What follows belongs to an exercise in optimizing a design on an open flow for small area and a short achievable clock period; a production flow would make more cautious choices. No activity file was given, so power comes from the tool's default toggle rates.

==> flow/design.v <==
module add_bk #(parameter N = 16) (
    input  [N-1:0] a,
    input  [N-1:0] b,
    input          ci,
    output [N-1:0] s
);
    localparam L = $clog2(N);
    wire [N-1:0] p0 = a ^ b;
    wire [N-1:0] g0 = a & b;
    wire [N*2*L-1:0] G;
    wire [N*2*L-1:0] P;
    assign G[N-1:0] = {g0[N-1:1], g0[0] | (p0[0] & ci)};
    assign P[N-1:0] = p0;
    genvar l, i;
    generate
        for (l = 0; l < L; l = l + 1) begin : up
            for (i = 0; i < N; i = i + 1) begin : bt
                if (((i + 1) % (2 << l)) == 0) begin : node
                    assign G[(l+1)*N+i] = G[l*N+i] | (P[l*N+i] & G[l*N+i-(1<<l)]);
                    assign P[(l+1)*N+i] = P[l*N+i] & P[l*N+i-(1<<l)];
                end else begin : pass
                    assign G[(l+1)*N+i] = G[l*N+i];
                    assign P[(l+1)*N+i] = P[l*N+i];
                end
            end
        end
        for (l = L - 2; l >= 0; l = l - 1) begin : down
            for (i = 0; i < N; i = i + 1) begin : bt
                if (((i + 1) % (2 << l)) == (1 << l) && i >= (2 << l)) begin : node
                    assign G[(2*L-1-l)*N+i] = G[(2*L-2-l)*N+i] | (P[(2*L-2-l)*N+i] & G[(2*L-2-l)*N+i-(1<<l)]);
                    assign P[(2*L-1-l)*N+i] = P[(2*L-2-l)*N+i] & P[(2*L-2-l)*N+i-(1<<l)];
                end else begin : pass
                    assign G[(2*L-1-l)*N+i] = G[(2*L-2-l)*N+i];
                    assign P[(2*L-1-l)*N+i] = P[(2*L-2-l)*N+i];
                end
            end
        end
    endgenerate
    wire [N-1:0] gf = G[(2*L-1)*N +: N];
    assign s = p0 ^ {gf[N-2:0], ci};
endmodule
module add_sk #(parameter N = 16) (
    input  [N-1:0] a,
    input  [N-1:0] b,
    input          ci,
    output [N-1:0] s
);
    localparam L = $clog2(N);
    wire [N-1:0] p0 = a ^ b;
    wire [N-1:0] g0 = a & b;
    wire [N*(L+1)-1:0] G;
    wire [N*(L+1)-1:0] P;
    assign G[N-1:0] = {g0[N-1:1], g0[0] | (p0[0] & ci)};
    assign P[N-1:0] = p0;
    genvar l, i;
    generate
        for (l = 0; l < L; l = l + 1) begin : lv
            for (i = 0; i < N; i = i + 1) begin : bt
                if ((i >> l) % 2 == 1) begin : node
                    assign G[(l+1)*N+i] = G[l*N+i] | (P[l*N+i] & G[l*N+((i>>l)<<l)-1]);
                    assign P[(l+1)*N+i] = P[l*N+i] & P[l*N+((i>>l)<<l)-1];
                end else begin : pass
                    assign G[(l+1)*N+i] = G[l*N+i];
                    assign P[(l+1)*N+i] = P[l*N+i];
                end
            end
        end
    endgenerate
    wire [N-1:0] gf = G[L*N +: N];
    assign s = p0 ^ {gf[N-2:0], ci};
endmodule
module add_rc #(parameter N = 16) (
    input  [N-1:0] a,
    input  [N-1:0] b,
    input          ci,
    output [N-1:0] s
);
    wire [N:0] c;
    assign c[0] = ci;
    genvar i;
    generate
        for (i = 0; i < N; i = i + 1) begin : bt
            assign c[i+1] = (a[i] & b[i]) | (c[i] & (a[i] ^ b[i]));
        end
    endgenerate
    assign s = a ^ b ^ c[N-1:0];
endmodule
module cordic (
    input clk,
    input rst_n,
    input start,
    input [15:0] angle,
    output reg [15:0] cos,
    output reg [15:0] sin
);
    reg [16:0] r;
    reg [3:0] cnt;
    wire d = ~r[16];
    wire idle = cnt[3] & cnt[2] & cnt[1];
    reg [14:0] e;
    always @(*) begin
        case (cnt)
            4'd0:  e = 15'h6487;
            4'd1:  e = 15'h3B58;
            4'd2:  e = 15'h1F5B;
            4'd3:  e = 15'h0FEA;
            4'd4:  e = 15'h07FD;
            4'd5:  e = 15'h03FF;
            4'd6:  e = 15'h01FF;
            4'd7:  e = 15'h00FF;
            4'd8:  e = 15'h007F;
            4'd9:  e = 15'h003F;
            4'd10: e = 15'h001F;
            4'd11: e = 15'h000F;
            4'd12: e = 15'h0007;
            4'd13: e = 15'h0003;
            default: e = 15'h0000;
        endcase
    end
    wire [15:0] tc_sh = sin >> cnt;
    wire [15:0] ts_sh = cos >> cnt;
    wire [15:0] tc = {tc_sh[15:2], tc_sh[1:0] & {2{~idle}}};
    wire [15:0] ts = {ts_sh[15:2], ts_sh[1:0] & {2{~idle}}};
    wire [15:0] new_cos;
    wire [15:0] new_sin;
    wire [16:0] new_r;
    add_bk #(16) i_add_c (.a(cos), .b(tc ^ {16{d}}), .ci(d), .s(new_cos));
    add_bk #(16) i_add_s (.a(sin), .b(ts ^ {16{~d}}), .ci(~d), .s(new_sin));
    add_bk #(17) i_add_r (.a(r), .b({2'b00, e} ^ {17{d}}), .ci(d), .s(new_r));
    wire lo = (cnt == 4'd0) && (r[15:0] < 16'd2516);
    always @(posedge clk) begin
        if (start) begin
            cos <= 16'h4DBA;
            sin <= 16'h0000;
            r <= {1'b0, angle};
        end else begin
            cos <= new_cos;
            sin <= new_sin;
            r <= {new_r[16], new_r[15] & ~lo, new_r[14:0]};
        end
    end
    always @(posedge clk or negedge rst_n) begin
        if (!rst_n)
            cnt <= 4'hF;
        else if (start)
            cnt <= 4'h0;
        else if (cnt != 4'hF)
            cnt <= cnt + 4'h1;
    end
endmodule
==> flow/config.mk <==
export PLATFORM = sky130hd
export DESIGN_NAME = cordic
export DESIGN_NICKNAME = cordic
export VERILOG_FILES = /design/flow/design.v
export SDC_FILE = /design/flow/constraint.sdc
export NUM_CORES = 4
export LEC_CHECK = 0
export ABC_AREA = 1
export CAP_MARGIN = 20
export CORE_MARGIN = 2
export CORE_UTILIZATION = 40
export SLEW_MARGIN = 20
==> flow/constraint.sdc <==
create_clock -name core_clock -period 16.0 [get_ports {clk}]
set_input_delay 3.2000 -clock core_clock [delete_from_list [all_inputs] [get_ports {clk}]]
set_output_delay 3.2000 -clock core_clock [all_outputs]
set_load 0.01 [all_outputs]
standard.sh (not shown) runs the stock make flow with config.mk's settings and CLKGATE_MAP_FILE= SYNTH_SCRIPT=/design/flow/synth_recipe.tcl, a recipe that flattens the netlist after the stock synthesis.
==> flow/flow/run.sh <==
#!/bin/bash
# Standard layout, with repair_timing aiming for extra setup slack so that the
# achieved period, not just the 16 ns clock, is optimised, and plain buffers
# (instead of delay cells) on the ports.
set -euo pipefail
bash standard.sh SETUP_SLACK_MARGIN=11.8 'BUFFER_PORTS_ARGS=-buffer_cell sky130_fd_sc_hd__buf_2' finish > standard_flow.log 2>&1
Rerun with:
--- a/flow/design.v
+++ b/flow/design.v
@@ -125,6 +125,6 @@
     wire [15:0] new_sin;
     wire [16:0] new_r;
-    add_bk #(16) i_add_c (.a(cos), .b(tc ^ {16{d}}), .ci(d), .s(new_cos));
-    add_bk #(16) i_add_s (.a(sin), .b(ts ^ {16{~d}}), .ci(~d), .s(new_sin));
+    add_sk #(16) i_add_c (.a(cos), .b(tc ^ {16{d}}), .ci(d), .s(new_cos));
+    add_sk #(16) i_add_s (.a(sin), .b(ts ^ {16{~d}}), .ci(~d), .s(new_sin));
     add_bk #(17) i_add_r (.a(r), .b({2'b00, e} ^ {17{d}}), .ci(d), .s(new_r));
     wire lo = (cnt == 4'd0) && (r[15:0] < 16'd2516);
=> The changed run completed with no timing, DRC or antenna violations. Routed wire length rose by 3.0%. Final cell count rose by 8.5%. Via count rose by 6.8%. Cell area rose by 3.9%. Combinational power rose by 8.5%.
Function was not checked in any run of this note: the RTL went through the layout flow alone.

-- port drivers added, routing unchanged --
The results above use ideal ports. As a check the final layouts listed here were re-extracted and re-timed, cells and wires unchanged.
Step 1 (the two cells are an assumption about what drives the block):
set clk [get_ports {clk}]
set_driving_cell -lib_cell sky130_fd_sc_hd__clkbuf_16 $clk
set_driving_cell -lib_cell sky130_fd_sc_hd__buf_2 [delete_from_list [all_inputs] $clk]
Step 2 adds t to the input delays and takes it off the output delays; t is the mean of the earliest and latest rising clock arrival at the registers after step 1. Input paths then give back, and output paths get back, about the clock's delay inside the block.
Slacks: ideal / step 1 / step 2; pairs: ideal / step 1.
run	t, ns	slack for setup (ns)	worst setup path at the end	worst slew at a driven data input, ns
the first run	0.346	11.879 / 11.839 / 11.671	input to register	0.04
the second run	0.345	11.852 / 11.810 / 11.736	input to register	0.03
After both steps setup and hold are still met in every run listed. For the first run, which loses most, drivers alone change the setup slack by -0.040 ns; drivers and shift together by -0.208 ns.
